Background: an optimization exercise with open tools, aiming at small area, a short achievable clock period and few clock cycles. Do not read the settings as production practice. No functional check of the RTL was part of any run shown here. Power and IR drop assume default switching activity.

**design/flow/flow/run.sh**
```bash
#!/bin/bash
set -euo pipefail
bash standard.sh SETUP_SLACK_MARGIN=${MARGIN:-7.5} SYNTH_ARGS=-noabc \
  "BUFFER_PORTS_ARGS=-buffer_cell sky130_fd_sc_hd__buf_4" finish > standard.log 2>&1
```
**design/flow/standard.sh**
```bash
#!/bin/bash
# synth_recipe.tcl (not shown) runs the flow's synth.tcl, then flattens the netlist and writes it again
# the make line also repeats each setting of config.mk as NAME=value (left out here)
make -C /OpenROAD-flow-scripts/flow DESIGN_CONFIG=/design/flow/config.mk WORK_HOME=/design/flow/orfs CLKGATE_MAP_FILE= SYNTH_SCRIPT=/design/flow/synth_recipe.tcl "${@:-finish}"
```
**design/flow/config.mk**
```make
export PLATFORM = sky130hd
export DESIGN_NAME = sa_accel
export DESIGN_NICKNAME = sa_accel
export VERILOG_FILES = /design/flow/design.v
export SDC_FILE = /design/flow/constraint.sdc
export NUM_CORES = 4
export LEC_CHECK = 0
export CAP_MARGIN = 20
export CORE_MARGIN = 2
export CORE_UTILIZATION = 60
export CTS_CLUSTER_DIAMETER = 100
export CTS_CLUSTER_SIZE = 24
export PLACE_DENSITY = 0.72
export SLEW_MARGIN = 20
```
**design/flow/constraint.sdc**
```tcl
create_clock -name core_clock -period 11.0 [get_ports {clk}]
set_input_delay 2.2000 -clock core_clock [delete_from_list [all_inputs] [get_ports {clk}]]
set_output_delay 2.2000 -clock core_clock [all_outputs]
set_load 0.01 [all_outputs]
```
**design/flow/design.v**
```verilog
module quantize (
    input  logic        clk,
    input  logic [22:0] acc,
    input  logic [5:0]  cp,
    output logic [7:0]  quantized_data
);
    logic [22:0] acc_q;
    logic [5:0]  cp_q;
    always_ff @(posedge clk) begin
        acc_q <= acc;
        cp_q  <= cp;
    end
    logic [22:0] v;
    logic        s, uni, c;
    logic [6:0]  w;
    assign v[4:0]  = acc_q[4:0];
    assign v[22:5] = acc_q[22:5] + {5'd0, cp_q[5], 3'd0, cp_q[4], 1'b0, cp_q[3], 1'b0, cp_q[2], 1'b0, cp_q[1], 1'b0, cp_q[0]};
    assign s    = v[22];
    assign uni  = (v[22:10] == 13'h0000) || (v[22:10] == 13'h1fff);
    assign w    = v[9:3];
    assign c    = s ? (v[2] & (v[1] | v[0])) : v[2];
    always_comb begin
        if (!uni)         quantized_data = s ? 8'h80 : 8'h7f;
        else if (s)       quantized_data = {1'b1, w} + {7'd0, c};
        else if (&w && c) quantized_data = 8'h7f;
        else              quantized_data = {1'b0, w} + {7'd0, c};
    end
endmodule
module shift_register #(
    parameter LEN = 1,
    parameter W   = 8
) (
    input  logic         clk,
    input  logic [W-1:0] din,
    output logic [W-1:0] dout
);
    logic [W-1:0] sr [0:LEN-1];
    always_ff @(posedge clk) begin
        sr[0] <= din;
        for (int i = 1; i < LEN; i++) sr[i] <= sr[i-1];
    end
    assign dout = sr[LEN-1];
endmodule
module shift_array (
    input  logic             clk,
    input  logic [31:0]      a_in,       
    input  logic [7:0]       b0_in,      
    input  logic [3:1][7:0]  b_in,       
    output logic [3:0][31:0] a_col,      
    output logic [3:0][11:0] bd_col      
);
    function automatic logic [11:0] booth_enc(input logic [7:0] b);
        logic [3:0] one, two, neg;
        logic bm1, b0, b1;
        for (int k = 0; k < 4; k++) begin
            bm1 = (k == 0) ? 1'b0 : b[2*k-1];
            b0  = b[2*k];
            b1  = b[2*k+1];
            one[k] = b0 ^ bm1;
            two[k] = (b1 & ~b0 & ~bm1) | (~b1 & b0 & bm1);
            neg[k] = b1;
        end
        booth_enc = {neg, two, one};
    endfunction
    assign a_col[0] = a_in;
    always_ff @(posedge clk) begin
        bd_col[0] <= booth_enc(b0_in);
    end
    generate
        for (genvar m = 1; m < 4; m++) begin : g_col
            shift_register #(.LEN(1), .W(32)) u_a (
                .clk(clk), .din(a_col[m-1]), .dout(a_col[m]));
            logic [7:0] b_pre;
            if (m == 1) begin : g_direct
                assign b_pre = b_in[m];
            end else begin : g_delay
                shift_register #(.LEN(m-1), .W(8)) u_b (
                    .clk(clk), .din(b_in[m]), .dout(b_pre));
            end
            always_ff @(posedge clk) begin
                bd_col[m] <= booth_enc(b_pre);
            end
        end
    endgenerate
endmodule
module mac_pe (
    input  logic        clk,
    input  logic        first,
    input  logic [7:0]  a,
    input  logic [3:0]  one, two, neg,   
    output logic [22:0] acc,
    output logic [5:0]  cpend    
);
    logic pp1;
    logic pp2;
    logic pp3;
    logic pp4;
    logic pp5;
    logic pp6;
    logic pp7;
    logic pp8;
    logic pp9;
    logic ns10;
    logic pp11;
    logic pp12;
    logic pp13;
    logic pp14;
    logic pp15;
    logic pp16;
    logic pp17;
    logic pp18;
    logic pp19;
    logic ns20;
    logic pp21;
    logic pp22;
    logic pp23;
    logic pp24;
    logic pp25;
    logic pp26;
    logic pp27;
    logic pp28;
    logic pp29;
    logic ns30;
    logic pp31;
    logic pp32;
    logic pp33;
    logic pp34;
    logic pp35;
    logic pp36;
    logic pp37;
    logic pp38;
    logic pp39;
    logic ns40;
    logic g41;
    logic g42;
    logic g43;
    logic g44;
    logic g45;
    logic g46;
    logic g47;
    logic g48;
    logic g49;
    logic g50;
    logic g51;
    logic g52;
    logic g53;
    logic g54;
    logic g55;
    logic g56;
    logic g57;
    logic g58;
    logic g59;
    logic g60;
    logic g61;
    logic g62;
    logic g63;
    logic g64;
    logic g65;
    logic g66;
    logic g67;
    logic g68;
    logic g69;
    logic s70;
    logic c71;
    logic s72;
    logic c73;
    logic s74;
    logic c75;
    logic s76;
    logic c77;
    logic s78;
    logic c79;
    logic s80;
    logic c81;
    logic s82;
    logic c83;
    logic s84;
    logic c85;
    logic s86;
    logic c87;
    logic s88;
    logic c89;
    logic s90;
    logic c91;
    logic s92;
    logic c93;
    logic s94;
    logic c95;
    logic s96;
    logic c97;
    logic s98;
    logic c99;
    logic s100;
    logic c101;
    logic s102;
    logic c103;
    logic s104;
    logic c105;
    logic s106;
    logic c107;
    logic s108;
    logic c109;
    logic s110;
    logic c111;
    logic s112;
    logic c113;
    logic s114;
    logic c115;
    logic s116;
    logic c117;
    logic s118;
    logic c119;
    logic s120;
    logic c121;
    logic s122;
    logic c123;
    logic s124;
    logic c125;
    logic s126;
    logic c127;
    logic s128;
    logic c129;
    logic s130;
    logic c131;
    logic s132;
    logic c133;
    logic s134;
    logic c135;
    logic s136;
    logic c137;
    logic s138;
    logic c139;
    logic s140;
    logic c141;
    logic s142;
    logic c143;
    logic s144;
    logic c145;
    logic s146;
    logic c147;
    logic s148;
    logic s149;
    logic s150;
    logic c151;
    logic s152;
    logic s153;
    logic s154;
    logic s155;
    logic s156;
    assign pp1 = ((one[0] & a[0])) ^ neg[0];
    assign pp2 = ((one[0] & a[1]) | (two[0] & a[0])) ^ neg[0];
    assign pp3 = ((one[0] & a[2]) | (two[0] & a[1])) ^ neg[0];
    assign pp4 = ((one[0] & a[3]) | (two[0] & a[2])) ^ neg[0];
    assign pp5 = ((one[0] & a[4]) | (two[0] & a[3])) ^ neg[0];
    assign pp6 = ((one[0] & a[5]) | (two[0] & a[4])) ^ neg[0];
    assign pp7 = ((one[0] & a[6]) | (two[0] & a[5])) ^ neg[0];
    assign pp8 = ((one[0] & a[7]) | (two[0] & a[6])) ^ neg[0];
    assign pp9 = ((one[0] & a[7]) | (two[0] & a[7])) ^ neg[0];
    assign ns10 = ~pp9;
    assign pp11 = ((one[1] & a[0])) ^ neg[1];
    assign pp12 = ((one[1] & a[1]) | (two[1] & a[0])) ^ neg[1];
    assign pp13 = ((one[1] & a[2]) | (two[1] & a[1])) ^ neg[1];
    assign pp14 = ((one[1] & a[3]) | (two[1] & a[2])) ^ neg[1];
    assign pp15 = ((one[1] & a[4]) | (two[1] & a[3])) ^ neg[1];
    assign pp16 = ((one[1] & a[5]) | (two[1] & a[4])) ^ neg[1];
    assign pp17 = ((one[1] & a[6]) | (two[1] & a[5])) ^ neg[1];
    assign pp18 = ((one[1] & a[7]) | (two[1] & a[6])) ^ neg[1];
    assign pp19 = ((one[1] & a[7]) | (two[1] & a[7])) ^ neg[1];
    assign ns20 = ~pp19;
    assign pp21 = ((one[2] & a[0])) ^ neg[2];
    assign pp22 = ((one[2] & a[1]) | (two[2] & a[0])) ^ neg[2];
    assign pp23 = ((one[2] & a[2]) | (two[2] & a[1])) ^ neg[2];
    assign pp24 = ((one[2] & a[3]) | (two[2] & a[2])) ^ neg[2];
    assign pp25 = ((one[2] & a[4]) | (two[2] & a[3])) ^ neg[2];
    assign pp26 = ((one[2] & a[5]) | (two[2] & a[4])) ^ neg[2];
    assign pp27 = ((one[2] & a[6]) | (two[2] & a[5])) ^ neg[2];
    assign pp28 = ((one[2] & a[7]) | (two[2] & a[6])) ^ neg[2];
    assign pp29 = ((one[2] & a[7]) | (two[2] & a[7])) ^ neg[2];
    assign ns30 = ~pp29;
    assign pp31 = ((one[3] & a[0])) ^ neg[3];
    assign pp32 = ((one[3] & a[1]) | (two[3] & a[0])) ^ neg[3];
    assign pp33 = ((one[3] & a[2]) | (two[3] & a[1])) ^ neg[3];
    assign pp34 = ((one[3] & a[3]) | (two[3] & a[2])) ^ neg[3];
    assign pp35 = ((one[3] & a[4]) | (two[3] & a[3])) ^ neg[3];
    assign pp36 = ((one[3] & a[5]) | (two[3] & a[4])) ^ neg[3];
    assign pp37 = ((one[3] & a[6]) | (two[3] & a[5])) ^ neg[3];
    assign pp38 = ((one[3] & a[7]) | (two[3] & a[6])) ^ neg[3];
    assign pp39 = ((one[3] & a[7]) | (two[3] & a[7])) ^ neg[3];
    assign ns40 = ~pp39;
    assign g41 = acc[0] & ~first;
    assign g42 = acc[1] & ~first;
    assign g43 = acc[2] & ~first;
    assign g44 = acc[3] & ~first;
    assign g45 = acc[4] & ~first;
    assign g46 = acc[5] & ~first;
    assign g47 = acc[6] & ~first;
    assign g48 = acc[7] & ~first;
    assign g49 = acc[8] & ~first;
    assign g50 = acc[9] & ~first;
    assign g51 = acc[10] & ~first;
    assign g52 = acc[11] & ~first;
    assign g53 = acc[12] & ~first;
    assign g54 = acc[13] & ~first;
    assign g55 = acc[14] & ~first;
    assign g56 = acc[15] & ~first;
    assign g57 = acc[16] & ~first;
    assign g58 = acc[17] & ~first;
    assign g59 = acc[18] & ~first;
    assign g60 = acc[19] & ~first;
    assign g61 = acc[20] & ~first;
    assign g62 = acc[21] & ~first;
    assign g63 = acc[22] & ~first;
    assign g64 = cpend[0] & ~first;
    assign g65 = cpend[1] & ~first;
    assign g66 = cpend[2] & ~first;
    assign g67 = cpend[3] & ~first;
    assign g68 = cpend[4] & ~first;
    assign g69 = cpend[5] & ~first;
    assign s70 = neg[2] ^ pp5;
    assign c71 = neg[2] & pp5;
    assign s72 = pp6 ^ pp14 ^ pp22;
    assign c73 = (pp6 & pp14) | (pp6 & pp22) | (pp14 & pp22);
    assign s74 = neg[3] ^ pp7 ^ pp15;
    assign c75 = (neg[3] & pp7) | (neg[3] & pp15) | (pp7 & pp15);
    assign s76 = pp23 ^ pp31;
    assign c77 = pp23 & pp31;
    assign s78 = pp8 ^ pp16 ^ pp24;
    assign c79 = (pp8 & pp16) | (pp8 & pp24) | (pp16 & pp24);
    assign s80 = pp32 ^ g48 ^ g65;
    assign c81 = (pp32 & g48) | (pp32 & g65) | (g48 & g65);
    assign s82 = ~(pp17 ^ pp25);
    assign c83 = pp17 | pp25;
    assign s84 = pp33 ^ ns10 ^ g49;
    assign c85 = (pp33 & ns10) | (pp33 & g49) | (ns10 & g49);
    assign s86 = ~(pp18 ^ pp26);
    assign c87 = pp18 | pp26;
    assign s88 = pp34 ^ g50 ^ g66;
    assign c89 = (pp34 & g50) | (pp34 & g66) | (g50 & g66);
    assign s90 = pp27 ^ pp35 ^ ns20;
    assign c91 = (pp27 & pp35) | (pp27 & ns20) | (pp35 & ns20);
    assign s92 = ~(pp28 ^ pp36);
    assign c93 = pp28 | pp36;
    assign s94 = neg[1] ^ pp3;
    assign c95 = neg[1] & pp3;
    assign s96 = pp4 ^ pp12;
    assign c97 = pp4 & pp12;
    assign s98 = pp13 ^ pp21 ^ s70;
    assign c99 = (pp13 & pp21) | (pp13 & s70) | (pp21 & s70);
    assign s100 = c71 ^ s72 ^ g46;
    assign c101 = (c71 & s72) | (c71 & g46) | (s72 & g46);
    assign s102 = s76 ^ c73 ^ s74;
    assign c103 = (s76 & c73) | (s76 & s74) | (c73 & s74);
    assign s104 = c77 ^ c75 ^ s78;
    assign c105 = (c77 & c75) | (c77 & s78) | (c75 & s78);
    assign s106 = c79 ^ s82 ^ c81;
    assign c107 = (c79 & s82) | (c79 & c81) | (s82 & c81);
    assign s108 = c83 ^ s86 ^ c85;
    assign c109 = (c83 & s86) | (c83 & c85) | (s86 & c85);
    assign s110 = c87 ^ g51 ^ s90;
    assign c111 = (c87 & g51) | (c87 & s90) | (g51 & s90);
    assign s112 = s92 ^ g52 ^ g67;
    assign c113 = (s92 & g52) | (s92 & g67) | (g52 & g67);
    assign s114 = pp37 ^ ns30 ^ c93;
    assign c115 = (pp37 & ns30) | (pp37 & c93) | (ns30 & c93);
    assign s116 = ~(pp38 ^ g54);
    assign c117 = pp38 | g54;
    assign s118 = neg[0] ^ pp1;
    assign c119 = neg[0] & pp1;
    assign s120 = pp2 ^ g42;
    assign c121 = pp2 & g42;
    assign s122 = pp11 ^ s94 ^ g43;
    assign c123 = (pp11 & s94) | (pp11 & g43) | (s94 & g43);
    assign s124 = c95 ^ s96 ^ g44;
    assign c125 = (c95 & s96) | (c95 & g44) | (s96 & g44);
    assign s126 = c97 ^ g45 ^ s98;
    assign c127 = (c97 & g45) | (c97 & s98) | (g45 & s98);
    assign s128 = g64 ^ c99 ^ s100;
    assign c129 = (g64 & c99) | (g64 & s100) | (c99 & s100);
    assign s130 = g47 ^ c101 ^ s102;
    assign c131 = (g47 & c101) | (g47 & s102) | (c101 & s102);
    assign s132 = c103 ^ s104 ^ s80;
    assign c133 = (c103 & s104) | (c103 & s80) | (s104 & s80);
    assign s134 = c105 ^ s84 ^ s106;
    assign c135 = (c105 & s84) | (c105 & s106) | (s84 & s106);
    assign s136 = s88 ^ c107 ^ s108;
    assign c137 = (s88 & c107) | (s88 & s108) | (c107 & s108);
    assign s138 = c89 ^ s110 ^ c109;
    assign c139 = (c89 & s110) | (c89 & c109) | (s110 & c109);
    assign s140 = c91 ^ s112 ^ c111;
    assign c141 = (c91 & s112) | (c91 & c111) | (s112 & c111);
    assign s142 = g53 ^ c113 ^ s114;
    assign c143 = (g53 & c113) | (g53 & s114) | (c113 & s114);
    assign s144 = g68 ^ c115 ^ s116;
    assign c145 = (g68 & c115) | (g68 & s116) | (c115 & s116);
    assign s146 = ns40 ^ g55 ^ c117;
    assign c147 = (ns40 & g55) | (ns40 & c117) | (g55 & c117);
    assign s148 = ~g56;
    assign s149 = ~g57;
    assign s150 = ~(g58 ^ g69);
    assign c151 = g58 | g69;
    assign s152 = ~g59;
    assign s153 = ~g60;
    assign s154 = ~g61;
    assign s155 = ~g62;
    assign s156 = ~g63;
    logic [22:0] r0, r1;
    assign r0 = {g62, g61, g60, g59, c151, g57, g56, c147, c145, c143, c141, c139, c137, c135, c133, c131, c129, c127, c125, c123, c121, c119, s118};
    assign r1 = {s156, s155, s154, s153, s152, s150, s149, s148, s146, s144, s142, s140, s138, s136, s134, s132, s130, s128, s126, s124, s122, s120, g41};
    always_ff @(posedge clk) begin
        {cpend[0], acc[4:0]} <= {1'b0, r0[4:0]} + {1'b0, r1[4:0]};
        {cpend[1], acc[6:5]} <= {1'b0, r0[6:5]} + {1'b0, r1[6:5]};
        {cpend[2], acc[8:7]} <= {1'b0, r0[8:7]} + {1'b0, r1[8:7]};
        {cpend[3], acc[10:9]} <= {1'b0, r0[10:9]} + {1'b0, r1[10:9]};
        {cpend[4], acc[12:11]} <= {1'b0, r0[12:11]} + {1'b0, r1[12:11]};
        {cpend[5], acc[16:13]} <= {1'b0, r0[16:13]} + {1'b0, r1[16:13]};
        acc[22:17] <= r0[22:17] + r1[22:17];
    end
endmodule
module systolic_NxN_cfg (
    input  logic             clk,
    input  logic [3:0][31:0] a_col,
    input  logic [3:0][11:0] bd_col,    
    input  logic [3:0]       first,     
    output logic [3:0][3:0][22:0] psum,  
    output logic [3:0][3:0][5:0]  cpend  
);
    generate
        for (genvar m = 0; m < 4; m++) begin : g_m
            for (genvar x = 0; x < 4; x++) begin : g_x
                mac_pe u_pe (
                    .clk(clk), .first(first[m]), .a(a_col[m][8*x +: 8]),
                    .one(bd_col[m][3:0]), .two(bd_col[m][7:4]), .neg(bd_col[m][11:8]),
                    .acc(psum[m][x]), .cpend(cpend[m][x]));
            end
        end
    endgenerate
endmodule
module SA_with_shift_cfg (
    input  logic        clk,
    input  logic        rst_n,
    input  logic        start_all,
    input  logic [7:0]  k_param,
    input  logic        out_mode,
    input  logic [7:0]  row_shape,
    input  logic [7:0]  col_shape,
    output logic        done_all,
    output logic        ren_n,
    output logic [12:0] raddr_row,
    input  logic [31:0] rdata_row,
    output logic [12:0] raddr_col,
    input  logic [31:0] rdata_col,
    output logic        wen_n,
    output logic [12:0] waddr,
    output logic [31:0] data_out
);
    logic        busy;
    logic [7:0]  cnt;         
    logic [7:0]  inner;       
    logic [7:0]  outer;       
    logic [12:0] base_a;      
    logic        ren_q;       
    logic        ren_nq;      
    logic        first_q;     
    logic [12:0] ra_a, ra_b;  
    logic [12:0] ra_row, ra_col;  
    logic        mode;
    logic [7:0]  n_outer, n_inner, slot_m1;
    logic        kge4;        
    logic [1:0]  k_lo, km1_lo;  
    logic go;    
    always_ff @(posedge clk or negedge rst_n) begin
        if (!rst_n) go <= 1'b0;
        else        go <= start_all && !busy && !go;
    end
    always_ff @(posedge clk) begin
        if (!busy && !go) begin
            mode    <= out_mode;
            n_outer <= out_mode ? col_shape : row_shape;
            n_inner <= out_mode ? row_shape : col_shape;
            slot_m1 <= (k_param < 8'd4) ? 8'd3 : k_param - 8'd1;
            kge4    <= (k_param >= 8'd4);
            k_lo    <= k_param[1:0];
            km1_lo  <= k_param[1:0] - 2'd1;
        end
    end
    logic end_blk, inner_last, last_blk, job_last;
    assign end_blk    = busy && (cnt == 8'd0);
    assign inner_last = (inner == 8'd0);
    assign job_last   = end_blk && inner_last && (outer == 8'd0);
    assign last_blk   = end_blk;
    logic [12:0] na_a, na_b;
    always_comb begin
        na_a = ra_a;
        na_b = ra_b;
        if (ren_q) begin
            na_a = ra_a + 13'd1;
            na_b = ra_b + 13'd1;
            if (end_blk) begin
                if (inner_last) na_b = 13'd0;
                else            na_a = base_a;
            end
        end
    end
    logic       busy_n, slot_start;
    logic [7:0] cnt_n;
    always_comb begin
        busy_n     = busy;
        cnt_n      = cnt - 8'd1;
        slot_start = 1'b0;
        if (!busy) begin
            busy_n     = go;
            cnt_n      = slot_m1;
            slot_start = go;
        end else if (cnt == 8'd0) begin
            busy_n     = !job_last;
            cnt_n      = slot_m1;
            slot_start = !job_last;
        end
    end
    logic rd_n, first_n;
    assign rd_n    = busy_n && (kge4 || (cnt_n[1:0] < k_lo));
    assign first_n = kge4 ? slot_start : (busy_n && (cnt_n[1:0] == km1_lo));
    always_ff @(posedge clk or negedge rst_n) begin
        if (!rst_n) begin
            busy    <= 1'b0;
            ren_q   <= 1'b0;
            first_q <= 1'b0;
        end else begin
            busy    <= busy_n;
            ren_q   <= rd_n;
            first_q <= first_n;
        end
    end
    always_ff @(posedge clk) begin
        cnt     <= cnt_n;
        ren_nq  <= !rd_n;
        if (!busy) begin
            inner  <= n_inner - 8'd1;
            outer  <= n_outer - 8'd1;
            base_a <= 13'd0;
            ra_a   <= 13'd0;
            ra_b   <= 13'd0;
            ra_row <= 13'd0;
            ra_col <= 13'd0;
        end else begin
            if (end_blk) begin
                if (inner_last) begin
                    inner  <= n_inner - 8'd1;
                    outer  <= outer - 8'd1;
                    base_a <= ra_a + 13'd1;
                end else begin
                    inner  <= inner - 8'd1;
                end
            end
            ra_a   <= na_a;
            ra_b   <= na_b;
            ra_row <= mode ? na_b : na_a;
            ra_col <= mode ? na_a : na_b;
        end
    end
    assign ren_n     = ren_nq;
    assign raddr_row = ra_row;
    assign raddr_col = ra_col;
    logic [7:0] p_val, p_first, p_last, p_job;
    always_ff @(posedge clk or negedge rst_n) begin
        if (!rst_n) begin
            p_val   <= '0;
            p_first <= '0;
            p_last  <= '0;
            p_job   <= '0;
        end else begin
            p_val   <= {p_val[6:0],   ren_q};
            p_first <= {p_first[6:0], ren_q && first_q};
            p_last  <= {p_last[6:0],  last_blk};
            p_job   <= {p_job[6:0],   job_last};
        end
    end
    logic [31:0]     a_word, b_word;
    logic [31:0]     a_reg;
    logic [3:1][7:0] b_reg;
    assign a_word = mode ? rdata_col : rdata_row;
    assign b_word = mode ? rdata_row : rdata_col;
    always_ff @(posedge clk) begin
        a_reg <= p_val[0] ? a_word : 32'd0;
        b_reg <= b_word[31:8];
    end
    logic [3:0][31:0] a_col;
    logic [3:0][11:0] bd_col;
    shift_array u_skew (
        .clk(clk), .a_in(a_reg), .b0_in(b_word[7:0]), .b_in(b_reg),
        .a_col(a_col), .bd_col(bd_col));
    logic [3:0][3:0][22:0] psum;
    logic [3:0][3:0][5:0]  cpend;
    systolic_NxN_cfg u_array (
        .clk(clk), .a_col(a_col), .bd_col(bd_col),
        .first(p_first[4:1]), .psum(psum), .cpend(cpend));
    logic [3:0] wr;
    assign wr = p_last[5:2];
    logic [3:0][22:0] sel_acc;
    logic [3:0][5:0]  sel_cp;
    always_comb begin
        for (int x = 0; x < 4; x++) begin
            sel_acc[x] = '0;
            sel_cp[x]  = 6'd0;
            for (int m = 0; m < 4; m++)
                if (wr[m]) begin
                    sel_acc[x] = psum[m][x];
                    sel_cp[x]  = cpend[m][x];
                end
        end
    end
    logic [3:0][7:0] q;
    generate
        for (genvar x = 0; x < 4; x++) begin : g_q
            quantize u_q (.clk(clk), .acc(sel_acc[x]), .cp(sel_cp[x]), .quantized_data(q[x]));
        end
    endgenerate
    logic        wr_d;
    logic [31:0] dout_q;
    logic        wen_nq, done_q;
    logic [12:0] waddr_q;     
    logic [12:0] wcnt;        
    always_ff @(posedge clk) begin
        dout_q <= q;
        wen_nq <= !wr_d;
        done_q <= p_job[6];
        if (go) begin
            wcnt <= 13'd0;
        end else if (wr_d) begin
            waddr_q <= wcnt;
            wcnt    <= wcnt + 13'd1;
        end
    end
    always_ff @(posedge clk or negedge rst_n) begin
        if (!rst_n) wr_d <= 1'b0;
        else        wr_d <= |wr;
    end
    assign data_out = dout_q;
    assign wen_n    = wen_nq;
    assign waddr    = waddr_q;
    assign done_all = done_q;
endmodule
module sa_accel (
    input  logic        clk,
    input  logic        rst_n,
    input  logic        start_all,
    input  logic [7:0]  k_param,
    input  logic        out_mode,
    input  logic [7:0]  row_shape,
    input  logic [7:0]  col_shape,
    output logic        done_all,
    output logic        ren_n,
    output logic [12:0] raddr_row,
    input  logic [31:0] rdata_row,
    output logic [12:0] raddr_col,
    input  logic [31:0] rdata_col,
    output logic        wen_n,
    output logic [12:0] waddr,
    output logic [31:0] data_out
);
SA_with_shift_cfg u_SA (
    .clk(clk), .rst_n(rst_n),
    .start_all(start_all), .k_param(k_param), .out_mode(out_mode),
    .row_shape(row_shape), .col_shape(col_shape), .done_all(done_all),
    .ren_n(ren_n), .raddr_row(raddr_row), .rdata_row(rdata_row),
    .raddr_col(raddr_col), .rdata_col(rdata_col),
    .wen_n(wen_n), .waddr(waddr), .data_out(data_out)
);
endmodule
```
==> run summary, run 1 <==
- The flow ran to the end and the layout has no timing, DRC or antenna violations.
- Vias/cell: 5.89
* Die extent in x: 339 um
- Clock Sinks: 1008
* Final Skew: 28.1 ps
* Final TNS setup: 0 ps
- TritonCTS buffer count: 49
- For this run, asynchronously set or reset flops after synthesis account for 0.0238.
- Data on the critical path arrives at its endpoint at 4010 ps.
- Setup repair after global routing could not meet its margin everywhere.
- Register ranked first by flip-flop count: u_SA.u_array.g_m.g_x.u_pe.acc
- Most common cell after layout, fill and taps aside: dfxtp_1
* Final setup violation count: 0
- Area share of the leading cell type in the synthesized netlist: 0.275
- STA classifies the critical path startpoint as a flip-flop.
- Largest net degree at the start of global routing: 121
- R2R Path End: u_SA.u_array.g_m[1].g_x[3].u_pe.acc[6]
- Counting I/O delays and the setup requirement, the final critical path takes 3440 ps.
* Biggest area consumer among synthesized cells: dfxtp_1
* Syn avg cell area: 9.99 um^2
- Dividing total power by cell area gives a power density of 327 nW/um^2.
* Port Buffers: 165
- Global placer's final weighted congestion: 0.867
* Sequential area share after synthesis: 0.310
- Startpoint-to-endpoint class of the critical path: reg2reg
- Max Root-Sink Buffers: 3
- Root buffer cell: clkbuf_16
- Total routing usage reported by global routing: 0.286
- Number of warnings printed during yosys synthesis: 10
* Number of register bits inferred by synthesis: 1008
* Largest incremental delay on the critical path: 660 ps
* Critical path fanouts, max: 9
- Routed len/inst: 20.8 um
- For this run the aggregate overflow at the end of global routing stands at 0.
- Cell repeated most along the worst path: fa_1
- Grouping stages by cell kind, the critical path spends the most delay in adder cells.
- Setup slack of the worst register-to-register path: 7560 ps
- Number of max-cap violations: 0
* Rows: 122
- Hold is met by 334 ps.
* Total via count in the routed design: 47686
- The worst setup path is captured at a flip-flop.
- Walking the worst path, the cells encountered are a22oi_1 > xnor2_1 > fa_1 > fa_1 > fa_1 > ha_1 > fa_1.
- VDD sags by at most 0.158 mV.
- Area after DPL: 69100 um^2
- The later pin in the worst-skew pair is clocked with a latency of 690 ps.
- Filler instances: 8833
- Summed over all cells, the static leakage comes to 30.6 nW.
- Cell with the largest stage delay on the worst path: dfxtp_1
* Worst Reg-to-Reg Cells: 7
- The H-tree was split into 2 levels.
- Drt first pass iters: 6
* Residual DRC: 0
* CP required: 11570 ps
* Number of ports placed on the die boundary: 166
- The count of nets left with antenna violations once routing finished came out at 0.
- Antenna violations before repair: 6
* Die Y-Extent: 339 um
* Post-CTS clock slew at the launch and capture registers of the worst setup and hold paths: 110 ps
* Final #Nets: 7780
- After technology mapping, the gate count stands at 6748.
- The register with the most flip-flops in the layout has 368 of them.
- Count of flip-flops with a built-in enable after synthesis: 59
- The first global-routing pass estimated 263000 um of wire.
- Final critical-path share of the clock period: 0.313
- Count of unique library cells instantiated by Yosys: 92
* Total nets after synthesis: 7942
- Overall power consumption after layout is estimated at 23.4 mW.
- Fin. max-slew vios: 0
- Achievable Freq: 290 MHz
- FF-to-FF Start: u_SA.u_skew.g_col[1].u_a.sr[0][24]
- Startpoint of the most critical hold path: u_SA.b_reg[11]
* Total Wirelength: 169000 um
* Layout Cell Area excl Fill: 71400 um^2
* Type of the tightest min-delay check: reg2reg
- Detail Placement HPWL: 119000 um
- Worst-case hold path end point: u_SA.u_skew.g_col[2].g_delay.u_b.sr[0][3]
* Number of DRC violations after detailed-routing iteration 0: 3807
* Post-Syn Area: 67400 um^2
- The die covers 115000 um^2.
* Most used cells in the layout excluding fill and tap cells: 897 x dfxtp_1, 576 x fa_1, 567 x a22oi_1
- The worst hold path was traced through 0 stages.
- Top post-synthesis cells by area: dfxtp_1 27%, fa_1 17%, ha_1 9.8%
- Relative max-transition margin: 0.324
* Count of final hold-check violations: 0
* Core footprint: 111000 um^2
* TritonCTS clock tree: done
* Initial standard-cell utilization of the core: 0.607
- Vias in the first global route: 47783
- Area Growth Syn to Fin: 6.03%
- In the final layout, the share of cells above drive strength 1 is 0.0678.
- Top flip-flop cell by instance count after synthesis: dfxtp_1
- Pin slew with the least headroom to its limit: 1010 ps
- The number of buffers and inverters on the critical path is 0.
-- per-layer routing --
metal | share of wire | track usage | up-vias
met1 | 0.44 | 0.409 | 23550
met4 | 0.027 | 0.0714 | 4
met5 | 0.00020 | 0 | -
met2 | 0.45 | 0.447 | 1725
met3 | 0.082 | 0.0546 | 254
li1 | - | - | 22153
-- stage by stage --
step | util | worst slack [ps] | std cells
floorplan | - | 7500 | 6748
global placement | 0.623 | 7080 | 7996
detailed placement | 0.623 | 6990 | 7996
CTS | 0.638 | 7420 | 8076
global route | 0.644 | 7310 | 8094
finish | 0.644 | 7560 | 8097
-- worst max path at each step --
stage | start | slack, ps | cells after the start | endpoint
after floorplan | u_SA.u_skew.bd_col[47] | 7500 | 11 | u_SA.u_array.g_m[3].g_x[0].u_pe.cpend[5]
after global placement | u_SA.g_q[3].u_q.acc_q[11] | 7080 | 14 | u_SA.dout_q[30]
after detailed placement | u_SA.g_q[3].u_q.acc_q[13] | 6990 | 14 | u_SA.dout_q[30]
after CTS | u_SA.g_q[3].u_q.acc_q[7] | 7420 | 14 | u_SA.dout_q[30]
after global routing | u_SA.g_q[3].u_q.acc_q[7] | 7310 | 14 | u_SA.dout_q[30]
final | u_SA.u_skew.g_col[1].u_a.sr[0][24] | 7560 | 7 | u_SA.u_array.g_m[1].g_x[3].u_pe.acc[6]
-- cell families (layout without fill, tap and decap cells) --
kind of cell / Yosys count / count (layout) / share of synthesized area
and+or+nand+nor: 1301 / 1301 / 0.101
other: 0 / 3 / 0
AOI/OAI and AO/OA: 1399 / 1399 / 0.137
muxes: 101 / 101 / 0.0158
adders and majority gates: 1102 / 1102 / 0.269
xor gates and xnor gates: 847 / 847 / 0.110
DFF: 1008 / 1008 / 0.310
buffers and inverters: 990 / 848 / 0.0573
-- synth_stat cells, drive strengths merged, types with 265 or more instances --
cell / count
ha: 526
dfxtp: 925
clkbuf: 400
nor2: 265
nand2: 278
o21ai: 286
fa: 576
inv: 522
xnor2: 568
a21oi: 278
a22oi: 568
nor2b: 286
xor2: 279
-- cell type report --
class | count | area [um^2] | share of cell area
repair buffers | 255 | 2460 | 0.0344
multi-input cells | 4750 | 42800 | 0.599
inverters | 522 | 1960 | 0.0274
diodes | 3 | 7.51 | 0.000105
flip-flops and latches | 1008 | 21000 | 0.293
well taps | 1488 | 1860 | 0.0261
clock buffers | 62 | 1340 | 0.0187
clock inverters | 9 | 71.3 | 0.000998
-- power breakdown --
group | internal [mW] | leakage (nW) | total, mW | switching, mW
clock network | 0.868 | 0.685 | 2.12 | 1.25
registers | 5.46 | 8.57 | 6.51 | 1.05
logic | 6.92 | 21.4 | 14.7 | 7.82
total | 13.3 | 30.6 | 23.4 | 10.1
-- timing repair --
item / 4_1_cts / 5_1_grt
resized for setup: 39 / 95
setup buffers: 9 / 15
hold buffers: 0 / 0
pin swaps: 0 / 3
endpoints found under the setup margin: 168 / 143
cloned: 0 / 3
==> run 2: changes to the inputs <==
--- a/design/flow/design.v
+++ b/design/flow/design.v
@@ -20,9 +20,17 @@
     assign w    = v[9:3];
     assign c    = s ? (v[2] & (v[1] | v[0])) : v[2];
+    logic       s_q, uni_q, c_q;
+    logic [6:0] w_q;
+    always_ff @(posedge clk) begin
+        s_q   <= s;
+        uni_q <= uni;
+        c_q   <= c;
+        w_q   <= w;
+    end
     always_comb begin
-        if (!uni)         quantized_data = s ? 8'h80 : 8'h7f;
-        else if (s)       quantized_data = {1'b1, w} + {7'd0, c};
-        else if (&w && c) quantized_data = 8'h7f;
-        else              quantized_data = {1'b0, w} + {7'd0, c};
+        if (!uni_q)           quantized_data = s_q ? 8'h80 : 8'h7f;
+        else if (s_q)         quantized_data = {1'b1, w_q} + {7'd0, c_q};
+        else if (&w_q && c_q) quantized_data = 8'h7f;
+        else                  quantized_data = {1'b0, w_q} + {7'd0, c_q};
     end
 endmodule
@@ -562,5 +570,5 @@
     assign raddr_row = ra_row;
     assign raddr_col = ra_col;
-    logic [7:0] p_val, p_first, p_last, p_job;
+    logic [8:0] p_val, p_first, p_last, p_job;
     always_ff @(posedge clk or negedge rst_n) begin
         if (!rst_n) begin
@@ -570,8 +578,8 @@
             p_job   <= '0;
         end else begin
-            p_val   <= {p_val[6:0],   ren_q};
-            p_first <= {p_first[6:0], ren_q && first_q};
-            p_last  <= {p_last[6:0],  last_blk};
-            p_job   <= {p_job[6:0],   job_last};
+            p_val   <= {p_val[7:0],   ren_q};
+            p_first <= {p_first[7:0], ren_q && first_q};
+            p_last  <= {p_last[7:0],  last_blk};
+            p_job   <= {p_job[7:0],   job_last};
         end
     end
@@ -624,5 +632,5 @@
         dout_q <= q;
         wen_nq <= !wr_d;
-        done_q <= p_job[6];
+        done_q <= p_job[7];
         if (go) begin
             wcnt <= 13'd0;
@@ -632,7 +640,13 @@
         end
     end
+    logic wr_d1;
     always_ff @(posedge clk or negedge rst_n) begin
-        if (!rst_n) wr_d <= 1'b0;
-        else        wr_d <= |wr;
+        if (!rst_n) begin
+            wr_d1 <= 1'b0;
+            wr_d  <= 1'b0;
+        end else begin
+            wr_d1 <= |wr;
+            wr_d  <= wr_d1;
+        end
     end
     assign data_out = dout_q;
==> design/flow/flow/run.sh (replaced) <==
#!/bin/bash
set -euo pipefail
bash standard.sh SETUP_SLACK_MARGIN=${MARGIN:-7.6} SYNTH_ARGS=-noabc \
  "BUFFER_PORTS_ARGS=-buffer_cell sky130_fd_sc_hd__buf_4" finish > standard.log 2>&1
--- a/design/flow/config.mk
+++ b/design/flow/config.mk
@@ -8,7 +8,6 @@
 export CAP_MARGIN = 20
 export CORE_MARGIN = 2
-export CORE_UTILIZATION = 60
+export CORE_UTILIZATION = 40
 export CTS_CLUSTER_DIAMETER = 100
 export CTS_CLUSTER_SIZE = 24
-export PLACE_DENSITY = 0.72
 export SLEW_MARGIN = 20
==> run 2 against run 1 <==
Against the previous run: still clean on timing, DRC and antenna; global-route usage decreased by 8.1 points; fmax fell by 3.0%; worst setup slack lost 110 ps; largest power group unchanged.
==> run summary, run 2 <==
* CP Data Arrival Time: 1350 ps (-2660 ps)
- Final #Nets: 7861 (+1.0%)
- The count of standard-cell rows is 151 (+24%).
- The post-layout utilization of the core is 0.443 (-0.201).
* Total Wirelength: 191000 um (+13%)
* Startpoint-to-endpoint class of the critical path: reg2out
* Total via count in the routed design: 48185 (+1.0%)
- The number of diodes is 0 (-3).
* Xor-xnor portion of the synthesized cell area: 0.109 (-0.000824)
* Total grt overflow: 0 (unchanged)
* Dominant combinational cell family by area after synthesis: adder cells
- The maximum resistive drop on vdd is 0.142 mV (-10%).
- Walking the worst path, the cells encountered are buf_6.
- The die height was 417 um (+23%).
- In the synthesized netlist the dominant register cell turns out to be dfxtp_1.
- Post-Syn Area: 68100 um^2 (+1.1%)
- The total of max-cap violations was 0 (unchanged).
* Largest net degree at the start of global routing: 117 (-3.3%)
* Root buffer cell: clkbuf_16
- Critical path fanouts, max: 1 (-8)
* Post-synth ARST share: 0.0248 (+0.000952)
- Register ranked first by flip-flop count: u_SA.u_array.g_m.g_x.u_pe.acc
- Top cell types by occurrence after synthesis: 965 x dfxtp_1, 576 x fa_1, 571 x a22oi_1
* Final critical-path share of the clock period: 0.323 (+0.00970)
- Achievable Freq: 282 MHz (-3.0%)
- The compound-gate portion of the synthesized area is 0.133 (-0.00425).
- The count of filler cells inserted in the layout came to 15988 (+81%).
* Total number of H-tree levels: 2 (unchanged)
* Residual DRC: 0 (unchanged)
* Count leader, synth: dfxtp_1
- Final TNS setup: 0 ps (unchanged)
- Simple-gate share of the synthesized area: 0.100 (-0.000221)
* Shortest clock period the worst path allows after layout: 3550 ps (+107 ps)
- The fraction of final layout cells with drive strength greater than 1 was 0.0930 (+0.0251).
* Drt first pass iters: 8 (+2)
- Outcome: complete, no violations
- The core area was 169000 um^2 (+53%).
* Crit end category: primary output
- The instance count of the mapped netlist was 6771 (+0.34%).
- Count of unique library cells instantiated by Yosys: 75 (-18%)
- The clock edge transition at the registers on the reported setup and hold paths was 100 ps (about the same).
- Wire length of the first global-routing pass: 282000 um (+7.2%)
* Vias in the first global route: 48240 (+0.96%)
* Pwr/cell area: 319 nW/um^2 (-2.5%)
- TritonCTS buffer count: 53 (+8.2%)
* Antenna violations before repair: 9 (+3)
* Number of ports placed on the die boundary: 166 (unchanged)
- The average size of a mapped cell came to 10.1 um^2 (+0.78%).
- The library cells used most frequently in the layout, excluding fill and tap cells, are 830 x dfxtp_1, 569 x xnor2_1, 567 x fa_1.
- TritonCTS built the clock tree.
* RSZ-0062 raised after global routing: true
- Sorting the synthesized cells by area gives the leading types as dfxtp_1 28%, fa_1 17%, ha_1 9.7%.
- The final max-slew violation count was 0 (unchanged).
- The number of buffers inserted for hold repair after clock tree synthesis was 0 (unchanged).
* Floorplan die area: 174000 um^2 (+51%)
- The sequential cell area fraction in the yosys report is 0.319 (+0.00903).
* CP required: 8800 ps (-2770 ps)
- The number of buffers and inverters on the critical path came to 1 (+1).
- Initial standard-cell utilization of the core: 0.403 (-0.205)
- The count of state elements after synthesis came to 1050 (+4.2%).
- Final Skew: 48.1 ps (+20.1 ps)
* Reported leakage power: 32.2 nW (+5.1%)
- The average wire per cell in the routed design was 21.5 um (+3.1%).
- The net count of the mapped netlist was 7965 (+0.29%).
* Type of the tightest min-delay check: reg2reg
* Antenna viol nets, final: 0 (unchanged)
* Clock latency at the later pin of the worst-skew pair: 720 ps (+30 ps)
- Global placer's final weighted congestion: 0.829 (-4.5%)
- Biggest area consumer among synthesized cells: dfxtp_1
- Relative max-transition margin: 0.316 (-0.00848)
- The kind of cell with the highest combined delay along the critical path is flip-flops.
* Count of flip-flops with a built-in enable after synthesis: 59 (unchanged)
- Port Buffers: 165 (unchanged)
* Area share of fa/ha/maj cells after synthesis: 0.266 (-0.00300)
- Detail Placement HPWL: 128000 um (+7.6%)
* Area share of the leading cell type in the synthesized netlist: 0.284 (+0.00869)
- Crit path launch type: flip-flop
- The detailed router's first-iteration violation count is 4208 (+11%).
* Cell with the largest stage delay on the worst path: edfxtp_1
- Vias/cell: 5.41 (-8.2%)
- The die extent in x was 417 um (+23%).
- The sink count of the clock tree came to 1050 (+4.2%).
- The overall power of the completed layout came to 23.9 mW (+2.3%).
* Most common cell after layout, fill and taps aside: dfxtp_1
- Pin slew with the least headroom to its limit: 1030 ps (+12.7 ps)
- The overall track demand over capacity in global routing is 0.205 (-0.0808).
- Final setup violation count: 0 (unchanged)
- Multiplexer fraction of the synthesized cell area: 0.0163 (+0.000448)
- Count of final hold-check violations: 0 (unchanged)
* Largest incremental delay on the critical path: 470 ps (-190 ps)
- Area Growth Syn to Fin: 9.95%
* Number of warnings printed during yosys synthesis: 10 (unchanged)
- Max Root-Sink Buffers: 3 (unchanged)
- The flip-flop count of the largest register after layout was 368 (unchanged).
[run 2: final cells by class]
class / instances / area (um^2) / share of cell area
flip-flops and latches: 1050 / 22000 / 0.294
inverters: 512 / 1920 / 0.0257
well taps: 2218 / 2780 / 0.0370
clock inverters: 12 / 180 / 0.00240
multi-input cells: 4738 / 42800 / 0.571
repair buffers: 312 / 3890 / 0.0520
clock buffers: 67 / 1390 / 0.0185
[run 2: metrics by stage]
stage / hold WS (ps) / instances / setup WS (ps) / area [um^2]
2_1_floorplan: 310 / 6771 / 7600 / 68200
3_3_place_gp: 312 / 8748 / 7080 / 70800
3_5_place_dp: 313 / 8748 / 7050 / 70800
4_1_cts: 313 / 8851 / 7360 / 73400
5_1_grt: 326 / 8909 / 7390 / 74900
6_report: 316 / 8909 / 7450 / 74900
[run 2: repair_timing]
item | in CTS | in global routing
gates resized for setup | 174 | 213
gates cloned | 7 | 29
buffers inserted | 17 | 29
endpoints found under the setup margin | 321 | 186
pin swaps | 0 | 19
[run 2: final timing paths]
check / start / endpoint / cells after the start / slack, ps
setup / recovery: u_SA.waddr_q[6] / waddr[6] / 1 / 7450
setup reg to reg: u_SA.u_skew.bd_col[39] / u_SA.u_array.g_m[3].g_x[0].u_pe.cpend[5] / 11 / 7650
hold / removal: u_SA.b_reg[22] / u_SA.u_skew.g_col[3].g_delay.u_b.sr[0][6] / 0 / 320
min in group asynchronous: rst_n / u_SA.go / 1 / 1400
max in group asynchronous: rst_n / u_SA.p_first[1] / 1 / 9250
hold reg to reg: u_SA.b_reg[22] / u_SA.u_skew.g_col[3].g_delay.u_b.sr[0][6] / 0 / 320
[run 2: cells by family (layout without fill, tap and decap cells)]
| kind of cell | Yosys count | after routing |
|---|---|---|
| AOI/OAI and AO/OA | 1372 | 1372 |
| xor gates and xnor gates | 851 | 851 |
| adders and majority gates | 1102 | 1102 |
| buffers and inverters | 984 | 903 |
| DFF | 1050 | 1050 |
| muxes | 105 | 105 |
| and+or+nand+nor | 1307 | 1308 |
[run 2: routing by layer]
metal	track usage	vias up	wire length [um]
li1	-	22317	-
met1	0.302	24020	87800
met2	0.315	1638	85400
met3	0.0341	208	13700
met4	0.0444	2	4410
met5	0	-	12
[run 2: where the power goes]
part           total (mW)  internal, mW  switching (mW)
registers            6.84          5.66            1.18
clock network        2.32         0.943            1.37
logic                14.8          7.00            7.75
total                23.9          13.6            10.3
==> run 3: changes to the inputs <==
==> design/flow/flow/run.sh (replaced) <==
#!/bin/bash
set -euo pipefail
bash standard.sh SETUP_SLACK_MARGIN=${MARGIN:-7.5} SYNTH_ARGS=-noabc \
  "BUFFER_PORTS_ARGS=-buffer_cell sky130_fd_sc_hd__buf_4" finish > standard.log 2>&1
==> run 3 against run 2 <==
Against the previous run: clock skew is 17 ps lower; count of clock-buffer cells in the layout is 4 lower; combinational power is 3% lower; via count is 2.6% lower; sequential share of layout area is 0.52 points higher; largest power group unchanged; die area stayed put; worst hold slack better by 15 ps; critical path type unchanged; critical path depth stayed put; highest routed layer is now met4; total power is 2.2% lower.
==> run summary, run 3 <==
- The measured slew at the worst slew-check pin came to 1040 ps (+14.4 ps).
- The initial cell density of the core is 0.403 (unchanged).
- Syn avg cell area: 10.1 um^2 (unchanged)
- The first-pass GRT wire length was 273000 um (-3.2%).
- FF-to-FF Start: u_SA.p_first[3]
- Sequential area share after synthesis: 0.319 (unchanged)
- The routability congestion estimate came to 0.831 (+0.27%).
- Type of the tightest min-delay check: reg2reg
- Floorplan die area: 174000 um^2 (unchanged)
- The number of antenna violations at the first check in global routing was 3 (-6).
- Count of final hold-check violations: 0 (unchanged)
* Register ranked first by flip-flop count: u_SA.u_array.g_m.g_x.u_pe.acc
- The number of remaining DRC errors was 0 (unchanged).
- Filler instances: 16241 (+1.6%)
- The layout net count was 7794 (-0.85%).
- The via count of the routed design was 46954 (-2.6%).
* Largest incremental delay on the critical path: 460 ps (about the same)
- The instance count of the mapped netlist is 6771 (unchanged).
- CP required: 8800 ps (about the same)
- Total number of H-tree levels: 2 (unchanged)
* Root buffer cell: clkbuf_16
* Clock latency at the later pin of the worst-skew pair: 710 ps (about the same)
* Core footprint: 169000 um^2 (unchanged)
* Count leader, synth: dfxtp_1
- The total of max-cap violations is 0 (unchanged).
- The setup clock skew after layout came to 31.2 ps (-16.9 ps).
* Area share of the leading cell type in the synthesized netlist: 0.284 (unchanged)
- The remaining number of nets flagged by the antenna check after routing is 0 (unchanged).
- The switching component of the power was 10.0 mW (-2.7%).
- Post-synth ARST share: 0.0248 (unchanged)
- Achievable Freq: 286 MHz (+1.5%)
* TritonCTS buffer count: 52 (-1.9%)
- Setup repair after global routing could not meet its margin everywhere.
- Number of warnings printed during yosys synthesis: 10 (unchanged)
* Biggest area consumer among synthesized cells: dfxtp_1
- The total overflow reported by the global router was 0 (unchanged).
- TritonCTS built the clock tree.
- Reported leakage power: 31.4 nW (-2.4%)
- Count of unique library cells instantiated by Yosys: 75 (unchanged)
- Peak supply drop: 0.136 mV (-4.2%)
- Max Root-Sink Buffers: 3 (unchanged)
- The area of the mapped netlist came to 68100 um^2 (unchanged).
- Drt first pass iters: 6 (-2)
* Sequential share of power: 0.288 (+0.002)
- Rows: 151 (unchanged)
* Crit path launch type: flip-flop
* Total nets after synthesis: 7965 (unchanged)
* Total routing usage reported by global routing: 0.196 (-0.00888)
- Number of hold-repair buffers added at the cts stage: 0 (unchanged)
- In this run the worst setup path begins at u_SA.waddr_q[10].
* # placed instances: 8750 (+0.023%)
- The number of synthesized flops with an enable pin was 59 (unchanged).
- The worst hold slack is 331 ps (+15.4 ps).
* Final critical-path share of the clock period: 0.318 (-0.00470)
- Area Growth Syn to Fin: 7.03%
- The library cell used most frequently in the layout, excluding fill and tap cells, is dfxtp_1.
- STA classifies the critical path endpoint as a primary output.
- The detail-routed via count per cell is 5.31 (-1.8%).
- Cell Count, Final, Fillers Out: 8839 (-0.79%)
- Among cell families on the critical path, the largest total delay comes from flip-flops.
* Detail Placement HPWL: 125000 um (-2.1%)
- Fraction of layout instances using a drive strength above 1: 0.0610 (-0.0319)
* Int Power: 13.4 mW (-1.8%)
* Die extent in x: 417 um (unchanged)
- The port buffer count was 165 (unchanged).
* Number of register bits inferred by synthesis: 1050 (unchanged)
- Pwr/cell area: 321 nW/um^2 (+0.49%)
* Critical-path cell list: buf_6
- Post-CTS clock slew at the launch and capture registers of the worst setup and hold paths: 90 ps (about the same)
* Vias in the first global route: 47982 (-0.53%)
- The die height was 417 um (unchanged).
- Outcome: complete, no violations
- The worst setup path is of the reg2out kind.
- The detailed-route wire length came to 173000 um (-9.6%).
- Shortest clock period the worst path allows after layout: 3500 ps (-51.7 ps)
- The flip-flop count of the largest register after layout is 368 (unchanged).
- The final max-slew violation count is 0 (unchanged).
- Buffering stage count on the worst path with inverters included: 1 (unchanged)
- The sink count of the clock tree came to 1050 (unchanged).
* Relative max-transition margin: 0.306 (-0.00958)
- The largest fanout on the critical path was 1 (unchanged).
- Counting instances in the post-synthesis netlist gives the leading cell types as 965 x dfxtp_1, 576 x fa_1, 571 x a22oi_1.
- CP Data Arrival Time: 1300 ps (-50 ps)
- Layout Utilization: 0.431 (-0.0118)
- In the synthesized netlist the dominant register cell turns out to be dfxtp_1.
- Setup slack of the worst register-to-register path: 7570 ps (-80 ps)
- The number of failing setup endpoints in the final timing report is 0 (unchanged).
- Number of ports placed on the die boundary: 166 (unchanged)
* Most used cells in the layout excluding fill and tap cells: 945 x dfxtp_1, 575 x fa_1, 571 x a22oi_1
- Final TNS setup: 0 ps (unchanged)
* Combinational cell fraction of total power: 0.616 (about the same)
- Cell with the largest stage delay on the worst path: edfxtp_1
- The average wire per cell in the routed design came to 19.6 um (-8.9%).
- Share of total power in the clock network: 0.097 (about the same)
- The startpoint identified for the worst hold timing path is u_SA.u_skew.g_col[3].g_delay.u_b.sr[0][5].
* Sw Ratio: 0.429 (-0.00216)
- The largest net degree at the start of global routing is 183 (+56%).
* Top post-synthesis cells by area: dfxtp_1 28%, fa_1 17%, ha_1 9.7%
* Pwr Total: 23.4 mW (-2.2%)
- The detailed router's first-iteration violation count is 3394 (-19%).
[run 3: area by class of cell]
class | count | area (um^2) | area share
Inverter | 512 | 1930 | 0.0264
Timing Repair Buffer | 247 | 2330 | 0.0320
Clock inverter | 10 | 121 | 0.00166
Antenna cell | 2 | 5.00 | 0.0000686
Clock buffer | 63 | 1360 | 0.0187
Sequential cell | 1050 | 21800 | 0.299
Multi-Input combinational cell | 4737 | 42600 | 0.584
Tap cell | 2218 | 2780 | 0.0381
[run 3: metrics by stage]
stage	worst slack, ps	cell area (um^2)
finish	7500	72900
global route	7420	72900
CTS	7400	72600
detailed placement	7100	70800
global placement	7140	70800
floorplan	7510	68200
[run 3: final timing paths]
path / cells past startpoint / to
hold / removal: 0 / u_SA.u_skew.g_col[3].g_delay.u_b.sr[1][5]
max in group asynchronous: 1 / u_SA.p_first[4]
setup reg to reg: 9 / u_SA.u_array.g_m[2].g_x[1].u_pe.acc[10]
min in group asynchronous: 1 / u_SA.go
hold reg to reg: 0 / u_SA.u_skew.g_col[3].g_delay.u_b.sr[1][5]
setup / recovery: 1 / waddr[10]
[run 3: layer usage]
layer	GRT usage	vias to the layer above	wire, um
met5	0	-	0
met4	0.0413	0	3050
met3	0.0266	174	9920
met2	0.301	1283	75100
met1	0.293	23303	84800
li1	-	22194	-
[run 3: cell families (layout without fill, tap and decap cells)]
| group | count (synthesis) | in the layout | share of synthesized area |
|---|---|---|---|
| xor+xnor | 851 | 851 | 0.109 |
| flops | 1050 | 1050 | 0.319 |
| compound gates | 1372 | 1372 | 0.133 |
| fa+ha+maj | 1102 | 1102 | 0.266 |
| mux | 105 | 105 | 0.0163 |
| other cells | 0 | 2 | 0 |
| buf+inv | 984 | 832 | 0.0561 |
| simple gates | 1307 | 1307 | 0.100 |
[run 3: power by group through the flow]
stage	sequential, mW	combinational, mW	clock (mW)
2_1_floorplan	6.26	11.3	0
3_3_place_gp	6.78	13.7	0
3_5_place_dp	6.80	14.4	0
4_1_cts	6.71	14.6	2.34
5_1_grt	6.88	16.9	2.46
6_report	6.73	14.4	2.26
[run 3: repair_timing]
action                                  CTS  global route
gates cloned                              1             2
endpoints found under the setup margin  111           149
setup buffers                             6             5
resized for setup                        41            73

==> static timing again, ports no longer ideal <==
The results above use ideal ports. As a check the final layouts listed here were re-extracted and re-timed, cells and wires unchanged.
Step 1 (the two cells are an assumption about what drives the block):
set clk [get_ports {clk}]
set_driving_cell -lib_cell sky130_fd_sc_hd__clkbuf_16 $clk
set_driving_cell -lib_cell sky130_fd_sc_hd__buf_2 [delete_from_list [all_inputs] $clk]
Step 2, shift: input delay + t, output delay - t, t = (earliest + latest rising clock arrival at the registers) / 2. This alone moves slack from input paths to output paths.
Three values: ideal ports, drivers, drivers and shift; two values: the first two.
run	t, ns	setup WS [ns]	worst hold slack (ns)	worst setup path at the end	pins driven straight from the clock port
run 1	0.752	7.555 / 7.491 / 7.373	0.334 / 0.334 / 0.334	input to register	1
run 2	0.774	7.449 / 7.371 / 7.414	0.316 / 0.316 / 0.316	input to register	1
run 3	0.766	7.500 / 7.425 / 7.426	0.331 / 0.331 / 0.331	input to register	1
After both steps every run listed still meets setup and hold. For run 1, which loses most, drivers alone change the setup slack by -0.064 ns; drivers and shift together by -0.182 ns.
